What follows belongs to an exercise in optimizing a design on an open flow for small area and a short achievable clock period; a production flow would make more cautious choices.
RTL that was checked went through simulation tests only; none was proved equivalent to the original.
The clock port is modelled as an ideal driver; clocking choices that lean on that would not hold on a real chip.

==> inputs of 08-04 <==
==> flow/design.v (excerpt) <==
module vedic_multiplier_32x32_pipelined(
    input clk,
    input [31:0] a, b,
    output reg [63:0] result_32x32
);
reg [31:0] a_r;
reg [213:0] r2;
reg one0, two0, neg0;
wire pp1;
wire pp2;
wire pp3;
wire pp4;
wire pp5;
wire pp6;
wire pp7;
wire pp8;
wire pp9;
wire pp10;
wire pp11;
wire pp12;
wire pp13;
wire pp14;
wire pp15;
wire pp16;
wire pp17;
wire pp18;
wire pp19;
wire pp20;
wire pp21;
wire pp22;
wire pp23;
wire pp24;
wire pp25;
wire pp26;
wire pp27;
wire pp28;
wire pp29;
wire pp30;
wire pp31;
wire pp32;
wire pp33;
wire ng34;
wire nn35;
reg one1, two1, neg1;
wire pp36;
wire pp37;
wire pp38;
wire pp39;
wire pp40;
wire pp41;
wire pp42;
wire pp43;
wire pp44;
wire pp45;
wire pp46;
wire pp47;
wire pp48;
wire pp49;
wire pp50;
wire pp51;
wire pp52;
wire pp53;
wire pp54;
wire pp55;
wire pp56;
wire pp57;
wire pp58;
wire pp59;
wire pp60;
wire pp61;
wire pp62;
wire pp63;
wire pp64;
wire pp65;
wire pp66;
wire pp67;
wire pp68;
wire ng69;
wire nn70;
reg one2, two2, neg2;
wire pp71;
wire pp72;
wire pp73;
wire pp74;
wire pp75;
wire pp76;
wire pp77;
wire pp78;
wire pp79;
wire pp80;
wire pp81;
wire pp82;
wire pp83;
wire pp84;
wire pp85;
wire pp86;
wire pp87;
wire pp88;
wire pp89;
wire pp90;
  ...
Settings: LEC_CHECK=0, ABC_AREA=1, CAP_MARGIN=50, CORE_MARGIN=2, CORE_UTILIZATION=65, CTS_CLUSTER_DIAMETER=120, CTS_CLUSTER_SIZE=26, SLEW_MARGIN=70, SYNTH_HIERARCHICAL=1, SYNTH_MINIMUM_KEEP_SIZE=0; clock period 11.5 ns.
standard.sh (not shown) runs the stock make flow with config.mk's settings and CLKGATE_MAP_FILE= SYNTH_SCRIPT=/design/flow/synth_recipe.tcl, a recipe that flattens the netlist after the stock synthesis.
==> flow/flow/run.sh <==
#!/bin/bash
# Own layout flow: the standard ORFS flow (standard.sh, unchanged synthesis),
# with the I/O port buffers made of sky130_fd_sc_hd__buf_2 cells instead of the
# delay-cell buffer that buffer_ports picks by default.
# make's full output goes to standard_flow.log here; ORFS keeps each step's log
# under orfs/logs/.
set -euo pipefail
bash standard.sh "BUFFER_PORTS_ARGS=-buffer_cell sky130_fd_sc_hd__buf_2" finish > standard_flow.log 2>&1
==> 08-09: changes against 08-04 <==
--- a/flow/config.mk
+++ b/flow/config.mk
@@ -6,11 +6,11 @@
 export NUM_CORES = 4
 export LEC_CHECK = 0
 export ABC_AREA = 1
-export CAP_MARGIN = 50
+export CAP_MARGIN = 60
 export CORE_MARGIN = 2
-export CORE_UTILIZATION = 65
+export CORE_UTILIZATION = 55
 export CTS_CLUSTER_DIAMETER = 120
 export CTS_CLUSTER_SIZE = 26
-export SLEW_MARGIN = 70
+export SLEW_MARGIN = 85
 export SYNTH_HIERARCHICAL = 1
 export SYNTH_MINIMUM_KEEP_SIZE = 0
==> 08-15: changes against 08-04 <==
--- a/flow/config.mk
+++ b/flow/config.mk
@@ -6,11 +6,11 @@
 export NUM_CORES = 4
 export LEC_CHECK = 0
 export ABC_AREA = 1
-export CAP_MARGIN = 50
+export CAP_MARGIN = 30
 export CORE_MARGIN = 2
-export CORE_UTILIZATION = 65
+export CORE_UTILIZATION = 55
 export CTS_CLUSTER_DIAMETER = 120
 export CTS_CLUSTER_SIZE = 26
-export SLEW_MARGIN = 70
+export SLEW_MARGIN = 50
 export SYNTH_HIERARCHICAL = 1
 export SYNTH_MINIMUM_KEEP_SIZE = 0
==> 06-25: changes against 08-04 <==
==> flow/flow/run.sh (replaced) <==
#!/bin/bash
# Own layout flow: the standard ORFS flow (standard.sh, unchanged synthesis)
# with two changes:
#  - the I/O port buffers are sky130_fd_sc_hd__buf_2 cells instead of the
#    delay-cell buffer that buffer_ports picks by default;
#  - after CTS, post_cts.tcl drops the clock tree's root buffer when it only
#    feeds the few first-level clock buffers (one stage less for every register).
# make's full output goes to standard_flow.log here; ORFS keeps each step's log
# under orfs/logs/.
set -euo pipefail
here=$(pwd)
bash standard.sh "BUFFER_PORTS_ARGS=-buffer_cell sky130_fd_sc_hd__buf_2" \
  "POST_CTS_TCL=$here/flow/post_cts.tcl" finish > standard_flow.log 2>&1
==> flow/flow/post_cts.tcl (new file) <==
set block [ord::get_db_block]
set clknet [[$block findBTerm clk] getNet]
set loads {}
foreach it [$clknet getITerms] { lappend loads $it }
if {[llength $loads] == 1} {
  set root [[lindex $loads 0] getInst]
  set master [[$root getMaster] getName]
  set out [$root findITerm X]
  if {[string match "sky130_fd_sc_hd__clkbuf_*" $master] && $out ne "NULL"} {
    set onet [$out getNet]
    set sinks {}
    foreach it [$onet getITerms] {
      if {[$it getInst] ne $root} { lappend sinks $it }
    }
    set ok [expr {[llength $sinks] <= 4 && [llength [$onet getBTerms]] == 0}]
    foreach it $sinks {
      if {![string match "sky130_fd_sc_hd__clkbuf_*" [[[$it getInst] getMaster] getName]]} { set ok 0 }
    }
    if {$ok} {
      puts "post_cts: removing root clock buffer [$root getName] ($master), port clk now feeds [llength $sinks] buffers"
      foreach it $sinks { $it disconnect; $it connect $clknet }
      [lindex $loads 0] disconnect
      odb::dbInst_destroy $root
      odb::dbNet_destroy $onet
    } else {
      puts "post_cts: root clock buffer kept"
    }
  }
}
--- a/flow/config.mk
+++ b/flow/config.mk
@@ -8,7 +8,7 @@
 export ABC_AREA = 1
 export CAP_MARGIN = 50
 export CORE_MARGIN = 2
-export CORE_UTILIZATION = 65
+export CORE_UTILIZATION = 55
 export CTS_CLUSTER_DIAMETER = 120
 export CTS_CLUSTER_SIZE = 26
 export SLEW_MARGIN = 70
==> qor summary <==
| quantity | 08-15 | 08-04 | 06-25 | 08-09 |
|---|---|---|---|---|
| Run status | finished clean | finished clean | finished clean | finished clean |
| Met2 usage | 44.7% | 53.3% | 45.3% | 46.5% |
| Time the worst path needs with I/O delays and setup | 3.36 ns | 3.40 ns | 3.30 ns | 3.36 ns |
| FP Rows | 89 | 82 | 89 | 89 |
| Total vias in the final route | 22432 | 23021 | 22497 | 23419 |
| Count of instances resized after the clock tree is built | 0 | 0 | - | 0 |
| Timing-limited maximum frequency | 297 MHz | 295 MHz | 303 MHz | 297 MHz |
| Reg-to-reg slack, setup | 8.18 ns | 8.18 ns | 8.20 ns | 8.19 ns |
| Wire length on met2 | 40200 µm | 40400 µm | 40700 µm | 43400 µm |
| Depth of the worst register-to-register path | 7 | 10 | 10 | 10 |
| Clock tree buffer depth | 3 | 3 | - | 3 |
| Global-route wire length before repair | 144000 µm | 142000 µm | 144000 µm | 149000 µm |
| Setup crit start | result_32x32[57]$_DFF_P_ | result_32x32[60]$_DFF_P_ | r2[74]$_DFF_P_ | result_32x32[57]$_DFF_P_ |
| Buffer type at the clock tree root | sky130_fd_sc_hd__clkbuf_16 | sky130_fd_sc_hd__clkbuf_16 | - | sky130_fd_sc_hd__clkbuf_16 |
| Met1 Track Usage GR | 44.4% | 49.2% | 44.2% | 46.0% |
| Worst-case clock skew | 0.0333 ns | 0.0353 ns | 0.0212 ns | 0.0369 ns |
| Reg2Reg Launch Point | two4$_DFF_P_ | r2[74]$_DFF_P_ | r2[74]$_DFF_P_ | neg5$_DFF_P_ |
| Worst Hold Slack | 0.319 ns | 0.321 ns | 0.321 ns | 0.324 ns |
| Proportion of cell area occupied by registers | 29.9% | 29.8% | 29.6% | 25.0% |

---

==> exp/quartz: inputs <==
Another version of the RTL of vedic_multiplier_32x32_pipelined (not shown whole).
clock: 11.5 ns
lec_check: 0
abc_area: 1
cap_margin: 50
core_margin: 2
core_utilization: 55
slew_margin: 70
synth_hierarchical: 1
synth_minimum_keep_size: 0
==> flow/flow/run.sh <==
#!/bin/bash
# Own layout flow: the standard ORFS flow (standard.sh, unchanged synthesis),
# with the I/O port buffers made of sky130_fd_sc_hd__buf_2 cells instead of the
# delay-cell buffer that buffer_ports picks by default.
# make's full output goes to standard_flow.log here; ORFS keeps each step's log
# under orfs/logs/.
set -euo pipefail
bash standard.sh "BUFFER_PORTS_ARGS=-buffer_cell sky130_fd_sc_hd__buf_2" finish > standard_flow.log 2>&1
==> inputs of exp/yarrow, as changes to exp/quartz <==
==> flow/run.sh (new file) <==
#!/bin/bash
# synth_recipe.tcl (not shown) runs the flow's synth.tcl, then flattens the netlist and writes it again
# the make line also repeats each setting of config.mk as NAME=value (left out here)
make -C /OpenROAD-flow-scripts/flow DESIGN_CONFIG=/design/flow/config.mk WORK_HOME=/design/flow/orfs CLKGATE_MAP_FILE= SYNTH_SCRIPT=/design/flow/synth_recipe.tcl finish
- CTS_CLUSTER_DIAMETER: not set -> 60
- CTS_CLUSTER_SIZE: not set -> 30
removed: flow/flow/run.sh
removed: flow/standard.sh
==> comparison table <==
item                                                         exp/quartz               exp/yarrow
Critical path fanouts, max                                           27                        1
Number of clock-tree buffers in the layout                           77                       45
Drt via density                                                    6.15                     6.17
FF/Latch Area                                                0.0104 mm2               0.0104 mm2
Multi-input gate area in the final layout                    0.0216 mm2               0.0216 mm2
Status                                          complete, no violations  complete, no violations
Upper clock frequency limit                                     275 MHz                  264 MHz
Critical path capture point                                     r2[114]         result_32x32[53]
All-layer global routing usage                                    0.306                    0.311
Wire length of the first global-routing pass                  150000 um                151000 um
Worst setup path startpoint                                     a_r[29]         result_32x32[53]
Worst min-delay path startpoint                                  p4[39]                   p4[60]
Vias                                                              24879                    24780
Clock buffer count from CTS                                          55                       41
Detailed-route wire length per cell                             23.9 um                  24.4 um
Function was not checked in any run of this note: the RTL went through the layout flow alone.

---

==> inputs of branch ember <==
vedic_multiplier_32x32_pipelined, a different RTL version from the one above (not shown whole).
==> flow/design.v (excerpt) <==
module vedic_multiplier_32x32_pipelined(
    input clk,
    input [31:0] a, b,
    output reg [63:0] result_32x32
);
reg [31:0] a_r;
reg [223:0] r2;
reg one0, two0, neg0;
wire pp1;
wire pp2;
wire pp3;
wire pp4;
wire pp5;
wire pp6;
wire pp7;
wire pp8;
wire pp9;
wire pp10;
wire pp11;
wire pp12;
wire pp13;
wire pp14;
wire pp15;
wire pp16;
wire pp17;
wire pp18;
wire pp19;
wire pp20;
wire pp21;
wire pp22;
wire pp23;
wire pp24;
wire pp25;
wire pp26;
wire pp27;
wire pp28;
wire pp29;
wire pp30;
wire pp31;
wire pp32;
wire pp33;
wire ng34;
wire nn35;
reg one1, two1, neg1;
wire pp36;
wire pp37;
wire pp38;
wire pp39;
wire pp40;
wire pp41;
wire pp42;
wire pp43;
wire pp44;
wire pp45;
wire pp46;
wire pp47;
wire pp48;
wire pp49;
wire pp50;
wire pp51;
wire pp52;
wire pp53;
wire pp54;
wire pp55;
wire pp56;
wire pp57;
wire pp58;
wire pp59;
wire pp60;
wire pp61;
wire pp62;
wire pp63;
wire pp64;
wire pp65;
wire pp66;
wire pp67;
wire pp68;
wire ng69;
wire nn70;
reg one2, two2, neg2;
wire pp71;
wire pp72;
wire pp73;
wire pp74;
wire pp75;
wire pp76;
wire pp77;
wire pp78;
wire pp79;
wire pp80;
wire pp81;
wire pp82;
wire pp83;
wire pp84;
wire pp85;
wire pp86;
wire pp87;
wire pp88;
wire pp89;
wire pp90;
wire pp91;
wire pp92;
wire pp93;
wire pp94;
wire pp95;
wire pp96;
wire pp97;
wire pp98;
wire pp99;
wire pp100;
wire pp101;
wire pp102;
wire pp103;
wire ng104;
wire nn105;
reg one3, two3, neg3;
wire pp106;
wire pp107;
wire pp108;
wire pp109;
wire pp110;
wire pp111;
wire pp112;
wire pp113;
wire pp114;
wire pp115;
wire pp116;
wire pp117;
wire pp118;
wire pp119;
wire pp120;
wire pp121;
wire pp122;
wire pp123;
wire pp124;
wire pp125;
wire pp126;
wire pp127;
wire pp128;
wire pp129;
wire pp130;
wire pp131;
wire pp132;
wire pp133;
wire pp134;
wire pp135;
wire pp136;
wire pp137;
wire pp138;
wire ng139;
wire nn140;
reg one4, two4, neg4;
wire pp141;
wire pp142;
wire pp143;
wire pp144;
wire pp145;
wire pp146;
wire pp147;
wire pp148;
wire pp149;
wire pp150;
wire pp151;
wire pp152;
wire pp153;
wire pp154;
wire pp155;
wire pp156;
wire pp157;
wire pp158;
wire pp159;
wire pp160;
wire pp161;
wire pp162;
wire pp163;
wire pp164;
wire pp165;
wire pp166;
wire pp167;
wire pp168;
wire pp169;
wire pp170;
wire pp171;
wire pp172;
wire pp173;
wire ng174;
wire nn175;
reg one5, two5, neg5;
wire pp176;
wire pp177;
wire pp178;
  ...
Settings: LEC_CHECK=0, ABC_AREA=1, CAP_MARGIN=30, CORE_MARGIN=2, CORE_UTILIZATION=55, CTS_CLUSTER_DIAMETER=120, CTS_CLUSTER_SIZE=26, GPL_TIMING_DRIVEN=0, SLEW_MARGIN=50, SYNTH_HIERARCHICAL=1, SYNTH_MINIMUM_KEEP_SIZE=0; clock period 11.5 ns.
==> flow/flow/run.sh <==
#!/bin/bash
# Own layout flow: the standard ORFS flow (standard.sh, unchanged synthesis)
# with two changes:
#  - the I/O port buffers are sky130_fd_sc_hd__buf_2 cells instead of the
#    delay-cell buffer that buffer_ports picks by default;
#  - after CTS, post_cts.tcl drops the clock tree's root buffer when it only
#    feeds the few first-level clock buffers (one stage less for every register).
# make's full output goes to standard_flow.log here; ORFS keeps each step's log
# under orfs/logs/.
set -euo pipefail
here=$(pwd)
bash standard.sh "BUFFER_PORTS_ARGS=-buffer_cell sky130_fd_sc_hd__buf_2" \
  "POST_CTS_TCL=$here/flow/post_cts.tcl" finish > standard_flow.log 2>&1
==> flow/flow/post_cts.tcl <==
set block [ord::get_db_block]
set clknet [[$block findBTerm clk] getNet]
set loads {}
foreach it [$clknet getITerms] { lappend loads $it }
if {[llength $loads] == 1} {
  set root [[lindex $loads 0] getInst]
  set master [[$root getMaster] getName]
  set out [$root findITerm X]
  if {[string match "sky130_fd_sc_hd__clkbuf_*" $master] && $out ne "NULL"} {
    set onet [$out getNet]
    set sinks {}
    foreach it [$onet getITerms] {
      if {[$it getInst] ne $root} { lappend sinks $it }
    }
    set ok [expr {[llength $sinks] <= 4 && [llength [$onet getBTerms]] == 0}]
    foreach it $sinks {
      if {![string match "sky130_fd_sc_hd__clkbuf_*" [[[$it getInst] getMaster] getName]]} { set ok 0 }
    }
    if {$ok} {
      puts "post_cts: removing root clock buffer [$root getName] ($master), port clk now feeds [llength $sinks] buffers"
      foreach it $sinks { $it disconnect; $it connect $clknet }
      [lindex $loads 0] disconnect
      odb::dbInst_destroy $root
      odb::dbNet_destroy $onet
    } else {
      puts "post_cts: root clock buffer kept"
    }
  }
}
==> inputs of branch willow, as changes to branch ember <==
--- a/flow/config.mk
+++ b/flow/config.mk
@@ -8,3 +8,3 @@
 export ABC_AREA = 1
-export CAP_MARGIN = 30
+export CAP_MARGIN = 20
 export CORE_MARGIN = 2
@@ -13,4 +13,3 @@
 export CTS_CLUSTER_SIZE = 26
-export GPL_TIMING_DRIVEN = 0
-export SLEW_MARGIN = 50
+export SLEW_MARGIN = 30
 export SYNTH_HIERARCHICAL = 1
==> inputs of branch amber, as changes to branch ember <==
--- a/flow/config.mk
+++ b/flow/config.mk
@@ -13,3 +13,2 @@
 export CTS_CLUSTER_SIZE = 26
-export GPL_TIMING_DRIVEN = 0
 export SLEW_MARGIN = 50
==> run summary <==
In branch amber the critical path depth is lower than in branch ember, by 6. Branch ember finished clean. Branch amber completed without violations. Branch willow produced a clean layout. Fmax, lowest first: branch ember, branch willow, branch amber. Via count, lowest first: branch willow, branch amber, branch ember. In cell count, branch willow and branch amber hardly differ.
==> figures <==
                                                        branch willow             branch ember             branch amber
Reg2Reg Capture Point                                         r2[128]                   r2[70]                  r2[128]
Aggregate routed wire length                                  96.1 mm                   116 mm                  96.6 mm
Worst hold path startpoint                                     p3[13]                   p3[11]                   r3[11]
Run status                                    complete, no violations  complete, no violations  complete, no violations
Global-route wire length before repair                         148 mm                   169 mm                   148 mm
Via count of the first global-routing pass                      25000                    25400                    25000
Finished layout cell area                                 0.0349 mm^2              0.0356 mm^2              0.0349 mm^2
Share of layout cells above drive strength 1                    9.74%                    10.2%                    9.54%

## port drivers added, routing unchanged
The flow's constraints put no driver on any port. The routed layouts listed below were extracted and timed again, unchanged, in two steps. Step 1 (the two cells are an assumption about what drives the block):
set clk [get_ports {clk}]
set_driving_cell -lib_cell sky130_fd_sc_hd__clkbuf_16 $clk
set_driving_cell -lib_cell sky130_fd_sc_hd__buf_2 [delete_from_list [all_inputs] $clk]
Step 2 moves the port delays by t, midway between the first and last clock arrival at a register: inputs arrive t later, outputs are due t later. That takes back most of the time a late clock gives input paths. Three values: ideal, step 1, step 2; two values: the first two.
| run | shift t [ns] | setup WS [ns] | hold WS [ns] | pins driven straight from the clock port |
|---|---|---|---|---|
| 08-04 | 0.655 | 8.105 / 8.043 / 8.176 | 0.321 / 0.321 / 0.321 | 1 |
| 08-09 | 0.645 | 8.138 / 8.076 / 8.188 | 0.324 / 0.324 / 0.324 | 1 |
| 08-15 | 0.636 | 8.138 / 8.076 / 8.178 | 0.319 / 0.319 / 0.319 | 1 |
| 06-25 | 0.526 | 8.200 / 8.200 / 8.200 | 0.321 / 0.321 / 0.321 | 2 |
| exp/quartz | 0.682 | 7.869 / 7.869 / 7.869 | 0.319 / 0.319 / 0.319 | 1 |
| exp/yarrow | 0.645 | 7.715 / 7.653 / 7.861 | 0.326 / 0.326 / 0.326 | 1 |
| branch ember | 0.532 | 7.816 / 7.816 / 7.816 | 0.310 / 0.310 / 0.310 | 2 |
| branch willow | 0.555 | 8.265 / 8.178 / 8.274 | 0.320 / 0.320 / 0.320 | 2 |
| branch amber | 0.530 | 8.283 / 8.200 / 8.382 | 0.324 / 0.324 / 0.324 | 2 |
After both steps setup and hold are still met in every run listed.
